This design comes from an exercise in tuning for small area on the open sky130 flow, not from production work. Function was checked by simulation only, so behaviour that the tests miss may differ from the original. The clock cells of runs 3 and 4 come from the design's own scripts or RTL, not from TritonCTS. The flow treats the clock pin as an ideal source. Dropping or thinning the clock tree relies on that and would not hold on a real chip. Power is estimated from default activity; no workload was simulated.

==> flow/design.v <==
module intercepte
(
input clk50, reset,
input start, pause, fire,
input [NCHV-1:0] ChvCode,
output LEDGameOver,
output LEDPause1, LEDPause2,
output reg [SZGR-1:0] SR_GR,
output reg [SZRD-1:0] SR_RD,
output [6:0] DscM,
output [6:0] DscC,
output [6:0] DscD,
output [6:0] DscU,
output [6:0] DcrD,
output [6:0] DcrU
);
parameter SZRD = 18;
parameter SZGR = 8;
parameter NCHV = 8;
function [6:0] seg7;
	input [3:0] v;
	seg7 = {(~v[3] & ~v[2] & ~v[1]) | (v[2] & v[1] & v[0]),
	        (~v[2] & v[1]) | (~v[3] & ~v[2] & v[0]) | (v[1] & v[0]),
	        (v[2] & ~v[1]) | v[0],
	        (v[2] & ~v[1] & ~v[0]) | (~v[3] & ~v[2] & ~v[1] & v[0]) | (v[2] & v[1] & v[0]),
	        ~v[2] & v[1] & ~v[0],
	        (v[2] & v[1] & ~v[0]) | (v[2] & ~v[1] & v[0]),
	        (~v[3] & ~v[2] & ~v[1] & v[0]) | (v[2] & ~v[1] & ~v[0])};
endfunction
function [2:0] inc5;
	input [2:0] m;
	inc5 = {~((~m[2] & m[1]) | (~m[0])), (~m[1]) | (m[2] & m[0]), (~m[2])};
endfunction
function [2:0] dec5;
	input [2:0] m;
	dec5 = {(~m[0]), ~((m[1] & m[0])), (~m[1] & m[0]) | (m[2])};
endfunction
function is0;
	input [2:0] m;
	is0 = (~m[2] & ~m[0]);
endfunction
function is4;
	input [2:0] m;
	is4 = (m[1] & ~m[0]);
endfunction
function [6:0] seg7q;
	input h;
	input [2:0] m;
	seg7q = {(~h & ~m[2] & ~m[0]) | (~h & ~m[2] & m[1]) | (h & ~m[1] & m[0]),
	         ~((h & m[1]) | (~m[0])),
	         ~((~h & ~m[1]) | (h & m[1] & m[0])),
	         (~h & m[1] & ~m[0]) | (~h & ~m[2] & m[1]) | (h & ~m[1] & m[0]),
	         (~h & ~m[1] & m[0]),
	         ~((~h) | (~m[1] & m[0]) | (m[2])),
	         ~((h) | (~m[1]) | (m[2] & m[0]))};
endfunction
function w_m3p;
	input [2:0] m;
	w_m3p = (~m[1] & m[0]);
endfunction
function w_m2p;
	input [2:0] m;
	w_m2p = (~m[1] & m[0]);
endfunction
function w_m1ge2;
	input [2:0] m;
	w_m1ge2 = (~m[1] & m[0]) | (m[2]);
endfunction
function w_m1e1;
	input [2:0] m;
	w_m1e1 = (m[0]);
endfunction
function w_m0ge3;
	input [2:0] m;
	w_m0ge3 = (m[2]);
endfunction
function w_m3n;
	input [2:0] m;
	w_m3n = (~m[2]);
endfunction
function w_m2n;
	input [2:0] m;
	w_m2n = (~m[2]);
endfunction
function w_m1n;
	input [2:0] m;
	w_m1n = (m[0]);
endfunction
function w_m0le1;
	input [2:0] m;
	w_m0le1 = ~((~m[1] & m[0]) | (m[2]));
endfunction
localparam [2:0] M1 = 3'b011, M4 = 3'b110;
reg [4:0] tx_s, ty;
wire [4:0] tx = tx_s ^ 5'd24;
wire tick = tx[4] & tx[3];
always @(posedge clk50 or negedge reset)
begin
	if (!reset)
	begin
		tx_s <= 5'd0;
		ty <= 5'd0;
	end
	else
	begin
		tx_s <= (tick ? 5'd0 : tx + 5'd1) ^ 5'd24;
		if (tick)
			ty <= (ty[4] & ty[1] & ty[0]) ? 5'd0 : ty + 5'd1;
	end
end
wire ev_gr = tick & ty[0];
wire ev_sc = tick & ~ty[0];
wire ev_rd = tick & ty[1] & ~ty[0];
wire ev_1  = tick & (ty[3:0] == 4'b1010);
reg [1:0] es;
always @(posedge clk50 or negedge reset)
	if (!reset)
		es <= 2'b00;
	else
		es <= {es[0], ~(es[0] | es[1])};
function [6:0] p_step;
	input [6:0] x;
	p_step = {x[5:0], x[6] ^ x[5]};
endfunction
localparam [6:0] P_START = 7'h01;
localparam [6:0] P_END = 7'h3b;        
reg [6:0] pc;
wire p_idle = ~|pc;
wire p_end  = (pc == P_END);
wire stb_pause = ~p_idle;
always @(posedge clk50 or negedge reset)
	if (!reset)
		pc <= 7'h00;
	else if (p_idle)
	begin
		if (~pause)
			pc <= P_START;
	end
	else if (p_end)
	begin
		if (pause)
			pc <= 7'h00;
	end
	else
		pc <= p_step(pc);
function [5:0] f_step;
	input [5:0] x;
	f_step = {x[4:0], x[5] ^ x[4]};
endfunction
localparam [5:0] F_START = 6'h01;
localparam [5:0] F_END = 6'h35;        
reg fh;
reg [5:0] fc;
wire f_idle = ~|fc;
wire f_end  = (fc == F_END);
wire stb_fire = ~fh & ~f_idle;
always @(posedge clk50 or negedge reset)
	if (!reset)
	begin
		fh <= 1'b0;
		fc <= 6'h00;
	end
	else if (f_end)
	begin
		fc <= 6'h00;
		fh <= ~fh;
	end
	else if (f_idle)
	begin
		if (fire == fh)
			fc <= F_START;
	end
	else
		fc <= f_step(fc);
reg [2:0] sD_s;
reg uh_s;
reg [2:0] um_s;
wire [2:0] sD = sD_s ^ 3'd5;
wire uh = ~uh_s;
wire [2:0] um = um_s;
reg cf;
wire       u_bor = cf & ~uh & is0(um);
wire [2:0] cum = cf ? dec5(um) : um;
wire       cuh = uh ^ (cf & is0(um));
wire [2:0] cD = sD - {2'b0, u_bor};
wire cz = (sD == 3'd0) & ~uh & (cf ? (um == M1) : is0(um));
localparam S_I0 = 3'b000, S_I1 = 3'b001, S_JOG = 3'b110, S_PA = 3'b111,
           S_P1 = 3'b010, S_P2 = 3'b011, S_GO = 3'b100;
reg [2:0] st;
reg run;
always @(posedge clk50 or negedge reset)
	if (!reset)
	begin
		st <= S_I0;
		run <= 1'b0;
	end
	else
	begin
		run <= (st == S_JOG);
		case (st)
			S_I0: st <= start ? S_I0 : S_I1;
			S_I1: st <= S_JOG;
			S_JOG: st <= stb_pause ? S_PA : (cz ? S_GO : S_JOG);
			S_PA: st <= stb_pause ? S_PA : S_P1;
			S_P1: st <= stb_pause ? S_P2 : S_P1;
			S_P2: st <= stb_pause ? S_P2 : S_JOG;
			default: st <= S_GO;
		endcase
	end
assign LEDPause1 = run;
assign LEDPause2 = run;
assign LEDGameOver = st[2] & ~st[1] & ~run;
always @(posedge clk50 or negedge reset)
	if (!reset)
	begin
		sD_s <= 3'd0;
		uh_s <= 1'b0;
		um_s <= M4;
		cf <= 1'b0;
	end
	else if (ev_1)
	begin
		sD_s <= cD ^ 3'd5;
		uh_s <= ~cuh;
		um_s <= cum;
		cf <= run & ~cz;
	end
assign DcrU = seg7q(uh, um);
assign DcrD = seg7({1'b0, sD});
reg [3:0] rc;        
reg inv;
always @(posedge clk50 or negedge reset)
	if (!reset)
	begin
		SR_RD <= 18'b0;
		rc <= 4'd0;
		inv <= 1'b0;
	end
	else if (ev_rd & run)
	begin
		if (rc[3])
		begin
			rc <= 4'd0;
			inv <= ~inv;
		end
		else
		begin
			SR_RD <= {ChvCode[rc[2:0]] ^ inv, SR_RD[17:1]};
			rc <= rc + 4'd1;
		end
	end
always @(posedge clk50 or negedge reset)
	if (!reset)
		SR_GR <= 8'b0;
	else if (ev_gr & run)
		SR_GR <= {SR_GR[6:0], stb_fire};
reg pa, ps;          
wire hit  = SR_GR[7] & SR_RD[0];
wire miss = SR_GR[7] ^ SR_RD[0];
wire apply = es[1] & (tx[2] | tx[1]);
always @(posedge clk50 or negedge reset)
	if (!reset)
	begin
		pa <= 1'b0;
		ps <= 1'b0;
	end
	else
	begin
		pa <= (ev_sc & run & hit) | (pa & ~apply);
		ps <= (ev_sc & run & miss) | (ps & ~apply);
	end
reg [2:0] sq;
reg h3, h2, h1, h0;
reg [2:0] m3, m2, m1, m0;
wire a_c2 = h1;
wire a_c3 = a_c2 & h2 & is4(m2);
wire a_cq = a_c3 & h3 & is4(m3);
wire b_1 = ~h0;
wire b_2 = b_1 & ~h1 & is0(m1);
wire b_3 = b_2 & ~h2 & is0(m2);
wire b_q = b_3 & ~h3 & is0(m3);
wire a_w = (sq == 3'd3) & w_m3p(m3) & h2 & w_m2p(m2) &
           (h1 | w_m1ge2(m1) | (w_m1e1(m1) & h0 & w_m0ge3(m0)));
wire m_w = (sq == 3'd4) & w_m3n(m3) & ~h2 & w_m2n(m2) & ~h1 & w_m1n(m1) &
           (~h0 | w_m0le1(m0));
wire       w_nz = ~is0(m0);
wire       w_c = h0 & w_nz;
wire [2:0] w_u = w_c ? inc5(m1) : m1;
wire       w_uh = h1 ^ (w_c & is4(m1));
wire [2:0] w_m1 = inc5(w_u);
wire       w_h1 = w_uh ^ is4(w_u);
always @(posedge clk50 or negedge reset)
	if (!reset)
	begin
		sq <= 3'd0;
		{h3, h2, h1, h0} <= 4'b0;
		{m3, m2, m1, m0} <= {4{3'b000}};
	end
	else if (apply & pa)
	begin
		if (a_w)
		begin
			sq <= 3'd4;
			h3 <= 1'b1;
			h2 <= 1'b0;
			h1 <= w_h1; m1 <= w_m1;
			h0 <= h0 ^ w_nz;
			m0 <= dec5(m0);
		end
		else
		begin
			h1 <= ~h1;
			if (a_c2)
			begin
				m2 <= inc5(m2);
				if (is4(m2)) h2 <= ~h2;
			end
			if (a_c3)
			begin
				m3 <= inc5(m3);
				if (is4(m3)) h3 <= ~h3;
			end
			if (a_cq) sq <= sq + 3'd1;
		end
	end
	else if (apply & ps)
	begin
		if (m_w)
		begin
			sq <= 3'd3;
			h3 <= 1'b0;
			h2 <= 1'b1;
			h1 <= 1'b1; m1 <= 3'b011;
			m0 <= inc5(m0);
			if (is4(m0)) h0 <= 1'b1;
		end
		else
		begin
			h0 <= ~h0;
			if (b_1)
			begin
				m1 <= dec5(m1);
				if (is0(m1)) h1 <= ~h1;
			end
			if (b_2)
			begin
				m2 <= dec5(m2);
				if (is0(m2)) h2 <= ~h2;
			end
			if (b_3)
			begin
				m3 <= dec5(m3);
				if (is0(m3)) h3 <= ~h3;
			end
			if (b_q) sq <= sq - 3'd1;
		end
	end
wire inr = (sq == 3'd0);
wire big = ~sq[2] & ~inr;
wire [2:0] m_clamp = big ? 3'b110 : 3'b000;
assign DscM = seg7q(inr ? h3 : big, inr ? m3 : m_clamp);
assign DscC = seg7q(inr ? h2 : big, inr ? m2 : m_clamp);
assign DscD = seg7q(inr ? h1 : big, inr ? m1 : m_clamp);
assign DscU = seg7q(inr ? h0 : big, inr ? m0 : m_clamp);
endmodule
==> flow/flow/run.sh <==
#!/bin/bash
# ORFS layout through the standard.sh, with:
#  - synthesis: ORFS's script without the full-adder extraction and with an area-oriented
#    ABC script (registers are untouched: same passes, flattening and names);
#  - the smallest buffer (buf_1) on the ports;
#  - a small two-level clock tree (clock_tree.tcl, in place of TritonCTS's tree).
set -euo pipefail
here=$(pwd)
export ADDER_MAP_FILE=
export AREA_ABC_SCRIPT=$here/flow/area.abc
export BUFFER_PORTS_ARGS="-buffer_cell sky130_fd_sc_hd__buf_1"
export PRE_CTS_TCL=$here/flow/clock_tree.tcl
bash standard.sh SYNTH_SCRIPT=$here/flow/synth.tcl synth > synth.log 2>&1
bash standard.sh SYNTH_SCRIPT=$here/flow/synth.tcl finish > layout.log 2>&1
==> flow/flow/area.abc <==
&get -n
&st
&deepsyn -T 60
&put
strash
dch -f
if -K 4 -a
mfs2 -a
strash
dch -f
amap
topo
==> flow/flow/clock_tree.tcl <==
# Clock tree in place of TritonCTS (sourced by ORFS's cts.tcl as PRE_CTS_TCL): the clock
# port drives one root buffer, which drives a few leaf buffers, each feeding a cluster of
# nearby flip-flops (balanced k-means on the flip-flop positions). Every flip-flop is two
# buffers from the port. Leaves whose flip-flops would see a slow clock edge are upsized.
proc build_clock_tree {root_master leaf_master nleaf} {
  set block [ord::get_db_block]
  set db [ord::get_db]
  set pnet [$block findNet clk50]
  $pnet setSigType CLOCK
  set sinks {}
  foreach it [$pnet getITerms] {
    set bb [[$it getInst] getBBox]
    lappend sinks [list $it [expr {([$bb xMin] + [$bb xMax]) / 2.0}] [expr {([$bb yMin] + [$bb yMax]) / 2.0}]]
  }
  set n [llength $sinks]
  # k-means, seeded with sinks spread along the x-sorted order
  set sorted [lsort -real -index 1 $sinks]
  set cent {}
  for {set k 0} {$k < $nleaf} {incr k} {
    set s [lindex $sorted [expr {int(($k + 0.5) * $n / $nleaf)}]]
    lappend cent [list [lindex $s 1] [lindex $s 2]]
  }
  set cap [expr {int(ceil(double($n) / $nleaf)) + 1}]
  for {set iter 0} {$iter < 30} {incr iter} {
    # balanced assignment: each sink to its nearest centre with room left
    set pairs {}
    foreach s $sinks {
      set k 0
      foreach c $cent {
        set d [expr {abs([lindex $s 1] - [lindex $c 0]) + abs([lindex $s 2] - [lindex $c 1])}]
        lappend pairs [list $d [lindex $s 0] $k [lindex $s 1] [lindex $s 2]]
        incr k
      }
    }
    set pairs [lsort -real -index 0 $pairs]
    array unset taken; array unset cnt; array unset grp
    for {set k 0} {$k < $nleaf} {incr k} { set cnt($k) 0; set grp($k) {} }
    foreach p $pairs {
      set it [lindex $p 1]; set k [lindex $p 2]
      if {[info exists taken($it)] || $cnt($k) >= $cap} { continue }
      set taken($it) 1; incr cnt($k)
      lappend grp($k) [list $it [lindex $p 3] [lindex $p 4]]
    }
    set newcent {}
    for {set k 0} {$k < $nleaf} {incr k} {
      set sx 0; set sy 0
      foreach s $grp($k) { set sx [expr {$sx + [lindex $s 1]}]; set sy [expr {$sy + [lindex $s 2]}] }
      set m [llength $grp($k)]
      if {$m == 0} { lappend newcent [lindex $cent $k] } else { lappend newcent [list [expr {$sx / $m}] [expr {$sy / $m}]] }
    }
    set cent $newcent
  }
  set root [odb::dbInst_create $block [$db findMaster $root_master] clkbuf_root]
  set rnet [odb::dbNet_create $block clknet_root]
  $rnet setSigType CLOCK
  [$root findITerm A] connect $pnet
  [$root findITerm X] connect $rnet
  set rx 0; set ry 0
  for {set k 0} {$k < $nleaf} {incr k} {
    set leaf [odb::dbInst_create $block [$db findMaster $leaf_master] clkbuf_leaf_$k]
    set lnet [odb::dbNet_create $block clknet_leaf_$k]
    $lnet setSigType CLOCK
    foreach s $grp($k) { set it [lindex $s 0]; $it disconnect; $it connect $lnet }
    [$leaf findITerm A] connect $rnet
    [$leaf findITerm X] connect $lnet
    set c [lindex $cent $k]
    $leaf setLocation [expr {int([lindex $c 0])}] [expr {int([lindex $c 1])}]
    $leaf setPlacementStatus PLACED
    set rx [expr {$rx + [lindex $c 0]}]; set ry [expr {$ry + [lindex $c 1]}]
    puts "clock leaf $k: [llength $grp($k)] flip-flops"
  }
  $root setLocation [expr {int($rx / $nleaf)}] [expr {int($ry / $nleaf)}]
  $root setPlacementStatus PLACED
}

proc clock_slew_at_sinks {net} {
  set worst 0
  foreach it [$net getITerms] {
    if {[$it isOutputSignal]} { continue }
    set pin [get_pins [[$it getInst] getName]/[[$it getMTerm] getName]]
    foreach e {rise fall} {
      set s [get_property $pin slew_max_$e]
      if {$s > $worst} { set worst $s }
    }
  }
  return $worst
}

# root buffer, leaf buffer, number of leaves; slew limits (ns, placement estimate) above
# which a leaf (at its flip-flops) or the root (at the leaves) is upsized
set ::clock_tree_root sky130_fd_sc_hd__clkbuf_4
set ::clock_tree_leaf sky130_fd_sc_hd__clkbuf_8
set ::clock_tree_leaves 4
set ::clock_tree_leaf_slew 0.120
set ::clock_tree_root_slew 0.300

proc clock_tree_synthesis {args} {
  puts "clock_tree_synthesis $args: replaced by the flow's own clock tree"
  build_clock_tree $::clock_tree_root $::clock_tree_leaf $::clock_tree_leaves
  set block [ord::get_db_block]
  set_propagated_clock [all_clocks]
  set sizes {sky130_fd_sc_hd__clkbuf_2 sky130_fd_sc_hd__clkbuf_4 sky130_fd_sc_hd__clkbuf_8 sky130_fd_sc_hd__clkbuf_16}
  for {set pass 0} {$pass < 4} {incr pass} {
    estimate_parasitics -placement
    set changed 0
    foreach name [concat [list clkbuf_root] [lmap k [lsort -integer [lmap i [get_cells clkbuf_leaf_*] {lindex [split [get_name $i] _] end}]] {set x clkbuf_leaf_$k}]] {
      set inst [$block findInst $name]
      set net [[$inst findITerm X] getNet]
      set s [clock_slew_at_sinks $net]
      set m [[$inst getMaster] getName]
      set i [lsearch $sizes $m]
      set limit [expr {$name eq "clkbuf_root" ? $::clock_tree_root_slew : $::clock_tree_leaf_slew}]
      if {$s > $limit && $i >= 0 && $i < [llength $sizes] - 1} {
        puts "clock tree: $name ($m) sinks see [format %.3f $s] ns, upsizing"
        replace_cell [get_cells $name] [lindex $sizes [expr {$i + 1}]]
        set changed 1
      }
    }
    if {!$changed} { break }
  }
  estimate_parasitics -placement
  foreach name [concat clkbuf_root [lmap i [get_cells clkbuf_leaf_*] {get_name $i}]] {
    set inst [$block findInst $name]
    puts "clock tree: $name [[$inst getMaster] getName] slew [format %.3f [clock_slew_at_sinks [[$inst findITerm X] getNet]]] ns"
  }
}
==> flow/flow/synth.tcl <==
# ORFS synthesis as synth_recipe.tcl runs it (no fsm/share passes, flattened, function nets
# renamed), with an area-oriented ABC script in place of ORFS's.
proc synth {args} { yosys synth -nofsm -noshare {*}$args }
proc abc {args} {
  set i [lsearch $args -script]
  if {$i >= 0} { lset args [expr {$i + 1}] $::env(AREA_ABC_SCRIPT) }
  yosys abc {*}$args
}
source $::env(SCRIPTS_DIR)/synth.tcl
# left out here: clear keep_hierarchy, flatten, clean up, hide names made inside functions, write 1_2_yosys.v
==> flow/standard.sh <==
#!/bin/bash
# synth_recipe.tcl (not shown) runs the flow's synth.tcl, then flattens the netlist and writes it again
# the make line also repeats each setting of config.mk as NAME=value (left out here)
make -C /OpenROAD-flow-scripts/flow DESIGN_CONFIG=/design/flow/config.mk WORK_HOME=/design/flow/orfs CLKGATE_MAP_FILE= SYNTH_SCRIPT=/design/flow/synth_recipe.tcl "${@:-finish}"
==> flow/config.mk <==
export PLATFORM = sky130hd
export DESIGN_NAME = intercepte
export DESIGN_NICKNAME = intercepte
export VERILOG_FILES = /design/flow/design.v
export SDC_FILE = /design/flow/constraint.sdc
export NUM_CORES = 4
export LEC_CHECK = 0
export CAP_MARGIN = 20
export CORE_MARGIN = 2
export CORE_UTILIZATION = 85
export PLACE_DENSITY = 0.9
export SLEW_MARGIN = 20
==> flow/constraint.sdc <==
create_clock -name core_clock -period 20.0 [get_ports {clk50}]
set_input_delay 4.0000 -clock core_clock [delete_from_list [all_inputs] [get_ports {clk50}]]
set_output_delay 4.0000 -clock core_clock [all_outputs]
set_load 0.01 [all_outputs]
==> summary.txt, run 1 <==
status: stopped before the end
Stopped at: 3_1_place_gp_skip_io
Log Error: [ERROR GPL-0301] Utilization 101.123 % exceeds 100%.
Die H: 74.8 um
Mapped Cells: 481
adder-cell area share of the yosys netlist: 0%
Synth top area share: 51.6%
complex-gate fraction of the synthesized area: 21.7%
post-synth top area cell: dfrtp_1
Distinct cells, synth: 38
Post-synth top cells: dfrtp_1, nor2_1, clkinv_1
post-synthesis cell area: 4260 um2
post-synthesis mux area share: 0%
initial core utilization: 89.1%
Post-Synth Simple-Gate Area: 18.5%
Post-Synth XOR/XNOR Area: 0%
synth top area cells: dfrtp_1, nor2_1, clkinv_1
Rows: 25
Synth Net Count: 494
async set-or-reset flop fraction in the synthesized netlist: 100%
largest family of logic cells by synthesized area: compound AO/OA/AOI/OAI gates
Post-synth top flop: dfrtp_1
Synth Register Bits: 90
YS warnings: 1
most common cell in the netlist: dfrtp_1
EDFF count, synth: 0
die width: 74.8 um
Synth Area per Inst: 8.87 um2
sequential area share after synthesis: 52.9%
-- kinds of logic after synthesis --
family	count (synthesis)
simple gates	177
compound gates	136
flops	90
buf+inv	78
==> run 2, diff against run 1 <==
--- a/flow/flow/clock_tree.tcl
+++ b/flow/flow/clock_tree.tcl
@@ -91,5 +91,5 @@
 set ::clock_tree_root sky130_fd_sc_hd__clkbuf_4
 set ::clock_tree_leaf sky130_fd_sc_hd__clkbuf_8
-set ::clock_tree_leaves 4
+set ::clock_tree_leaves 5
 set ::clock_tree_leaf_slew 0.120
 set ::clock_tree_root_slew 0.300
==> run 2 against run 1 <==
Net effect: the run again fails in 3_1_place_gp_skip_io; synthesized area unchanged; synthesized cell count did not move.
==> summary.txt, run 2 <==
status: stopped before the end (unchanged)
Synth Register Bits: 90 (unchanged)
most common cell in the netlist: dfrtp_1 (unchanged)
Synth top area share: 51.6% (unchanged)
sequential area share after synthesis: 52.9% (unchanged)
Distinct cells, synth: 38 (unchanged)
die width: 74.8 um (unchanged)
async set-or-reset flop fraction in the synthesized netlist: 100% (unchanged)
post-synthesis cell area: 4260 um2 (unchanged)
Die H: 74.8 um (unchanged)
Stopped at: 3_1_place_gp_skip_io (unchanged)
Post-synth top cells: dfrtp_1, nor2_1, clkinv_1 (unchanged)
initial core utilization: 89.1% (unchanged)
Rows: 25 (unchanged)
post-synth top area cell: dfrtp_1 (unchanged)
Synth Net Count: 494 (unchanged)
synth top area cells: dfrtp_1, nor2_1, clkinv_1 (unchanged)
Mapped Cells: 481 (unchanged)
Log Error: [ERROR GPL-0301] Utilization 101.123 % exceeds 100%. (unchanged)
YS warnings: 1 (unchanged)
EDFF count, synth: 0 (unchanged)
Post-synth top flop: dfrtp_1 (unchanged)
Synth Area per Inst: 8.87 um2 (unchanged)
-- run 2: cell families after synthesis --
logic type / synth area share (%)
and+or+nand+nor: 18.5
DFF: 52.9
buffers and inverters: 6.95
AOI/OAI and AO/OA: 21.7
==> run 3, diff against run 2 <==
--- a/flow/config.mk
+++ b/flow/config.mk
@@ -8,5 +8,5 @@
 export CAP_MARGIN = 20
 export CORE_MARGIN = 2
-export CORE_UTILIZATION = 85
-export PLACE_DENSITY = 0.9
+export CORE_UTILIZATION = 70
+export PLACE_DENSITY = 0.8
 export SLEW_MARGIN = 20
==> run 3 against run 2 <==
Net effect: the run now finishes clean; synthesized area unchanged; synthesized cell count is the same.
==> summary.txt, run 3 <==
Critical Path AT: 3.03 ns
CP Class: register to output pin
internal reg-to-reg setup slack: 16.49 ns
Max Freq: 142 MHz
TNS Setup: 0 ns
RSZ-0062 raised after global routing: no
Pins Over Slew Limit: 0
Top-Level Pins: 84
cells along the critical path: nor2_1 > clkinv_1 > nor2_1 > clkinv_1 > nor3_1 > a21o_1 > buf_1
async set-or-reset flop fraction in the synthesized netlist: 100% (unchanged)
Levels on crit path: 7
Core Area: 5920 um2
post-synth top area cell: dfrtp_1 (unchanged)
routed wire length: 9690 um
remaining global-route overflow: 0
Top Registers: SR_RD: 18 flops, SR_GR: 8 flops, pc: 7 flops
Worst path slowest cell: nor2_1
power per cell area: 62.9 nW/um2
Worst Hold Class: register to register
Post-synth top cells: dfrtp_1, nor2_1, clkinv_1 (unchanged)
Worst Reg2Reg Path Length in Cells: 17
number of global-route vias before repair: 3481
crit path from: sq[0]
reg2reg start: tx_s[2]
die width: 82.1 um (was 74.8 um)
full die area: 6730 um2
share of layout cells above drive strength 1: 1.94%
hold depth: 0
CP peak stage delay: 0.46 ns
most common cell in the netlist: dfrtp_1 (unchanged)
Total GRT Usage: 28.8%
worst endpoint required time: 16.00 ns
Layout Nets: 583
wire per inst: 15.1 um
Port-buffer cells: 83
Clk Latency, worst-skew pair: 0.41 ns
Final Wtd Congestion: 1.02
first-pass GRT wire length: 15500 um
Resize count post-CTS: 0
DRT Pass-1 Iters: 4
Worst slew margin: 47.5%
Max Clock Skew: 0.0110 ns
CP startpoint kind: register
Setup-failing EPs final: 0
Synth top area share: 51.6% (unchanged)
initial core utilization: 72.0% (was 89.1%)
EDFF count, synth: 0 (unchanged)
Die H: 82.1 um (was 74.8 um)
initial antenna violation count: 0
CTS Hold Bufs: 0
post-route minimum period: 7.03 ns
Post-synth top flop: dfrtp_1 (unchanged)
Tot Pwr: 0.000298 W
post-synthesis cell area: 4260 um2 (unchanged)
most common cell after layout, fill and taps aside: dfrtp_1
Synth Area per Inst: 8.87 um2 (unchanged)
worst path bufs/invs: 3
Static Leak: 1.99 nW
Vias/cell: 6.11
flip-flop count of the largest register after layout: 18
sequential area share after synthesis: 52.9% (unchanged)
filler cell count: 404
status: finished clean (was stopped before the end)
register area: 2250 um2
ANT cells: 0
post-detail-place hpwl: 7190 um
cell family with the largest share of critical-path delay: simple AND/OR/NAND/NOR gates
clock-pin transition on the worst setup and hold timing paths: 0.11 ns
area of the multi-input gates: 1720 um2
Max Cap Violations: 0
DRT iter0 DRCs: 337
Least-Margin Pin Slew: 0.787 ns
commonest cells after routing, fill and taps aside: dfrtp_1, nor2_1, buf_1, clkinv_1
synth top area cells: dfrtp_1, nor2_1, clkinv_1 (unchanged)
largest net degree at the start of global routing: 67
ANT nets after route: 0
Crit. End Element: output pin
HP Start: fc[3]
Synth Register Bits: 90 (unchanged)
crit path max fanout: 10
Top reg by flops: SR_RD
DR vias: 3927
Area Overhead vs Synth: 11.3%
YS warnings: 1 (unchanged)
Mapped Cells: 481 (unchanged)
Tcrit/Tclk final: 35.1%
Hold Fails Final Rpt: 0
Rows: 28 (was 25)
worst vdd rail ir drop: 0.0000653 V
Synth Net Count: 494 (unchanged)
Setup Buffers After CTS: 0
Distinct cells, synth: 38 (unchanged)
DRC: 0
[run 3: through the flow]
stage	hold WS (ns)	setup WS, ns	instance area [um2]	util [%]	cells
after CTS	0.379	13.11	4740	80.1	643
after detailed placement	0.355	13.59	4670	78.8	637
after global placement	0.352	13.78	4670	78.8	637
after global routing	0.388	12.79	4740	80.1	643
after floorplan	0.355	14.03	4260	-	481
final	0.377	12.97	4740	80.1	643
[run 3: layer usage]
| layer | global-route usage, % | share of wire, % |
|---|---|---|
| met5 | 0 | 0 |
| met4 | 7.33 | 2.1 |
| met3 | 2.97 | 7.0 |
| met2 | 49.6 | 49 |
| met1 | 39.6 | 42 |
[run 3: logic make-up after synthesis]
| family | count (synthesis) | share of synthesized area, % |
|---|---|---|
| AND/OR/NAND/NOR | 177 | 18.5 |
| AO/OA/AOI/OAI | 136 | 21.7 |
| flip-flops | 90 | 52.9 |
| buffers and inverters | 78 | 6.95 |
[run 3: power breakdown]
group	internal, W	leakage [nW]	switching [W]
Combinational	0.00000791	0.770	0.0000158
Sequential	0.000192	1.18	0.00000656
Clock	0.0000250	0.0406	0.0000514
[run 3: cell type report]
type,count,share of cell area [%]
buffer,6,1.61
timing repair buffer,84,6.80
multi-input combinational,313,36.2
sequential,90,47.5
inverter,75,5.93
tap,75,1.98
[run 3: final timing paths]
check                                to
worst max-delay path            DscD[3]
worst min-delay path              fc[4]
worst max register to register    sq[2]
worst min register to register    fc[4]
max in group asynchronous         sq[0]
min in group asynchronous         m2[2]
[run 3: worst register-to-register path: cells and delay by family (launching register included)]
family | cells | cell delay (ns)
AO/OA/AOI/OAI | 9 | 1.67
AND/OR/NAND/NOR | 6 | 0.92
buffers and inverters | 2 | 0.37
flip-flops | 1 | 0.42
==> run 4, diff against run 3 <==
--- a/flow/design.v
+++ b/flow/design.v
@@ -92,6 +92,7 @@
 endfunction
 localparam [2:0] M1 = 3'b011, M4 = 3'b110;
-reg [4:0] tx_s, ty;
+reg [4:0] tx_s, ty_s;
 wire [4:0] tx = tx_s ^ 5'd24;
+wire [4:0] ty = ty_s ^ 5'd9;
 wire tick = tx[4] & tx[3];
 always @(posedge clk50 or negedge reset)
@@ -100,5 +101,5 @@
 	begin
 		tx_s <= 5'd0;
-		ty <= 5'd0;
+		ty_s <= 5'd0;
 	end
 	else
@@ -106,11 +107,11 @@
 		tx_s <= (tick ? 5'd0 : tx + 5'd1) ^ 5'd24;
 		if (tick)
-			ty <= (ty[4] & ty[1] & ty[0]) ? 5'd0 : ty + 5'd1;
+			ty_s <= ((ty[4] & ty[1] & ty[0]) ? 5'd0 : ty + 5'd1) ^ 5'd9;
 	end
 end
-wire ev_gr = tick & ty[0];
-wire ev_sc = tick & ~ty[0];
-wire ev_rd = tick & ty[1] & ~ty[0];
-wire ev_1  = tick & (ty[3:0] == 4'b1010);
+wire ev_gr = tick & ~ty[0];
+wire ev_sc = tick & ty[0];
+wire ev_rd = tick & ty[1] & ty[0];
+wire ev_1  = tick & ty[4] & ty[1] & ty[0];
 reg [1:0] es;
 always @(posedge clk50 or negedge reset)
@@ -358,5 +359,5 @@
 wire inr = (sq == 3'd0);
 wire big = ~sq[2] & ~inr;
-wire [2:0] m_clamp = big ? 3'b110 : 3'b000;
+wire [2:0] m_clamp = big ? 3'b100 : 3'b000;
 assign DscM = seg7q(inr ? h3 : big, inr ? m3 : m_clamp);
 assign DscC = seg7q(inr ? h2 : big, inr ? m2 : m_clamp);
==> run 4 against run 3 <==
Net effect: still clean; synthesized area rose by 0.23%; critical path depth up 1; fmax up 4.9%; wire length down 1.5%; clock skew fell by 0.0070 ns; cell count is 2.6% higher; die area increased by 0.22%; global-route usage grew 0.21 points; sequential power barely moved; core utilization grew 0.32 points; critical path type unchanged.
==> summary.txt, run 4 <==
status: finished clean (unchanged)
CP startpoint kind: register (unchanged)
Crit. End Element: output pin (unchanged)
initial antenna violation count: 0 (unchanged)
flip-flop count of the largest register after layout: 18 (unchanged)
clock share of power: 25.9% (was 25.6%)
clock-pin transition on the worst setup and hold timing paths: 0.11 ns (about the same)
remaining global-route overflow: 0 (unchanged)
ANT nets after route: 0 (unchanged)
DRT Pass-1 Iters: 4 (unchanged)
area of the multi-input gates: 1710 um2 (was 1720 um2)
Max Clock Skew: 0.00404 ns (was 0.0110 ns)
Worst Reg2Reg Path Length in Cells: 12 (was 17)
wire per inst: 14.5 um (was 15.1 um)
RSZ-0062 raised after global routing: no (unchanged)
Post-synth top flop: dfrtp_1 (unchanged)
Worst path slowest cell: nor2_1 (unchanged)
reg2reg start: m2[0] (was tx_s[2])
post-detail-place hpwl: 7010 um (was 7190 um)
Area Overhead vs Synth: 11.4% (was 11.3%)
async set-or-reset flop fraction in the synthesized netlist: 100% (unchanged)
post-layout instance area: 4760 um2 (was 4740 um2)
Setup-failing EPs final: 0 (unchanged)
Logic pwr share: 7.3% (was 8.0%)
synth top area cells: dfrtp_1, nor2_1, clkinv_1 (unchanged)
Layout Nets: 600 (was 583)
die width: 82.1 um (about the same)
dpl cell area: 4680 um2 (was 4670 um2)
Max Freq: 149 MHz (was 142 MHz)
worst path bufs/invs: 3 (unchanged)
CTS Hold Bufs: 0 (unchanged)
most common cell after layout, fill and taps aside: nor2_1 (was dfrtp_1)
internal reg-to-reg setup slack: 16.59 ns (was 16.49 ns)
worst endpoint required time: 16.00 ns (about the same)
worst vdd rail ir drop: 0.0000638 V (was 0.0000653 V)
Crit Reg-Reg Endpoint: m1[2] (was sq[2])
internal power: 0.000223 W (was 0.000225 W)
most common cell in the netlist: nor2_1 (was dfrtp_1)
post-synthesis cell area: 4270 um2 (was 4260 um2)
TNS Setup: 0 ns (unchanged)
largest net degree at the start of global routing: 89 (was 67)
Core Util, Final: 80.5% (was 80.1%)
ANT cells: 0 (unchanged)
DR vias: 3939 (was 3927)
Critical Path AT: 2.70 ns (was 3.03 ns)
Pins Over Slew Limit: 0 (unchanged)
hold depth: 0 (unchanged)
Synth Net Count: 510 (was 494)
Worst slew margin: 40.0% (was 47.5%)
Max Cap Violations: 0 (unchanged)
share of layout cells above drive strength 1: 1.88% (was 1.94%)
CP Class: register to output pin (unchanged)
register area: 2250 um2 (unchanged)
cells along the critical path: nor2_1 > clkinv_1 > nor2_1 > clkinv_1 > nor3_1 > nor2_1 > o21ai_0 > buf_1 (was nor2_1 > clkinv_1 > nor2_1 > clkinv_1 > nor3_1 > a21o_1 > buf_1)
full die area: 6750 um2 (was 6730 um2)
Rows: 28 (unchanged)
number of global-route vias before repair: 3658 (was 3481)
CP peak stage delay: 0.45 ns (was 0.46 ns)
routed wire length: 9540 um (was 9690 um)
filler cell count: 418 (was 404)
Clk Latency, worst-skew pair: 0.40 ns (was 0.41 ns)
Top-Level Pins: 84 (unchanged)
commonest cells after routing, fill and taps aside: nor2_1, dfrtp_1, buf_1, clkinv_1, o21ai_0 (was dfrtp_1, nor2_1, buf_1, clkinv_1)
sequential area share after synthesis: 52.8% (was 52.9%)
Final Wtd Congestion: 0.917 (was 1.02)
Port-buffer cells: 83 (unchanged)
Setup Buffers After CTS: 0 (unchanged)
Worst Hold Class: register to register (unchanged)
first-pass GRT wire length: 15800 um (was 15500 um)
Total GRT Usage: 29.0% (was 28.8%)
Tcrit/Tclk final: 33.5% (was 35.1%)
Synth top area share: 51.5% (was 51.6%)
crit path max fanout: 11 (was 10)
power per cell area: 62.3 nW/um2 (was 62.9 nW/um2)
Least-Margin Pin Slew: 0.894 ns (was 0.787 ns)
Core Area: 5920 um2 (unchanged)
Top Registers: SR_RD: 18 flops, SR_GR: 8 flops, pc: 7 flops (unchanged)
Static Leak: 2.04 nW (was 1.99 nW)
Vias/cell: 5.97 (was 6.11)
initial core utilization: 72.2% (was 72.0%)
hold worst-path end: fc[4] (unchanged)
EDFF count, synth: 0 (unchanged)
Reg power frac: 66.8% (was 66.4%)
Mapped Cells: 497 (was 481)
Resize count post-CTS: 0 (unchanged)
Die H: 82.1 um (about the same)
Top reg by flops: SR_RD (unchanged)
Post-synth top cells: nor2_1, dfrtp_1, clkinv_1 (was dfrtp_1, nor2_1, clkinv_1)
cell family with the largest share of critical-path delay: simple AND/OR/NAND/NOR gates (unchanged)
Distinct cells, synth: 38 (unchanged)
Most common cell on crit path: nor2_1
DRC: 0 (unchanged)
post-synth top area cell: dfrtp_1 (unchanged)
Sw Pwr: 0.0000733 W (was 0.0000738 W)
DRT iter0 DRCs: 246 (was 337)
YS warnings: 1 (unchanged)
Net Sw Frac: 24.7% (about the same)
Synth Area per Inst: 8.60 um2 (was 8.87 um2)
Synth Register Bits: 90 (unchanged)
HP Start: fc[3] (unchanged)
post-route minimum period: 6.70 ns (was 7.03 ns)
Hold Fails Final Rpt: 0 (unchanged)
-- run 4: layout make-up --
class                           count  share of cell area, %
Sequential cell                    90                   47.3
Timing Repair Buffer               85                   7.01
Tap cell                           75                   1.97
Buffer                              6                   1.60
Multi-Input combinational cell    325                   35.9
Inverter                           79                   6.23
-- run 4: worst max-delay path by stage --
stage,from,to,cells after the start
after floorplan,sq[1],DscM[3],6
after global placement,sq[1],DscM[6],8
after detailed placement,sq[1],DscM[3],7
after CTS,sq[1],DscM[3],7
after global routing,sq[1],DscM[6],8
final,sq[1],DscM[6],8
-- run 4: worst reg2reg max path, delay by kind of cell (launching register included) --
| kind | cells | cell delay, ns |
|---|---|---|
| buffers and inverters | 2 | 0.45 |
| AND/OR/NAND/NOR | 6 | 1.45 |
| flip-flops | 1 | 0.41 |
| AO/OA/AOI/OAI | 4 | 1.03 |
-- run 4: power groups by stage --
| stage | sequential (W) | clock (W) | combinational, W |
|---|---|---|---|
| detailed placement | 0.000201 | 0 | 0.0000218 |
| finish | 0.000198 | 0.0000769 | 0.0000215 |
| floorplan | 0.000200 | 0 | 0.0000130 |
| global placement | 0.000201 | 0 | 0.0000203 |
| global route | 0.000199 | 0.0000847 | 0.0000255 |
| CTS | 0.000198 | 0.0000781 | 0.0000218 |
-- run 4: per-stage QoR --
step / hold WS, ns / total power, W / cells / setup slack [ns]
after floorplan: 0.355 / 0.000213 / 497 / 14.24
after global placement: 0.353 / 0.000221 / 654 / 13.95
after detailed placement: 0.358 / 0.000223 / 654 / 13.77
after CTS: 0.385 / 0.000298 / 660 / 13.32
after global routing: 0.410 / 0.000309 / 660 / 13.05
final: 0.384 / 0.000297 / 660 / 13.30
-- run 4: metal layers --
layer	share of wire [%]	up-vias	GRT usage, %	wire length [um]
met5	0	-	0	0
met4	2.1	0	8.17	204
met3	5.7	18	4.02	544
met2	50	141	51.1	4740
met1	42	1864	37.9	4050
li1	-	1916	-	-
-- run 4: logic make-up after synthesis --
logic type | Yosys count | share of synthesized area (%)
AND/OR/NAND/NOR | 180 | 17.8
AO/OA/AOI/OAI | 145 | 22.1
flip-flops | 90 | 52.8
buffers and inverters | 82 | 7.29

what the ideal ports hide:
In the flow no input, the clock included, has a driving cell. The finished layouts below were timed again as built, in two steps. Step 1, drivers: a clkbuf_16 drives clk50 and a buf_2 each remaining input, both assumed. Step 2 also shifts input and output timing later by t, the mid clock arrival at the registers, as if the neighbouring blocks saw the same clock. a / b / c = no drivers / after step 1 / after step 2; a / b = the first two.
run | t, ns | setup slack, ns | slew at the worst register clock pin (ns)
run 3 | 0.425 | 12.971 / 12.946 / 13.371 | 0.11 / 0.11
run 4 | 0.430 | 13.301 / 13.273 / 13.703 | 0.11 / 0.11
After both steps setup and hold are still met in every run listed.
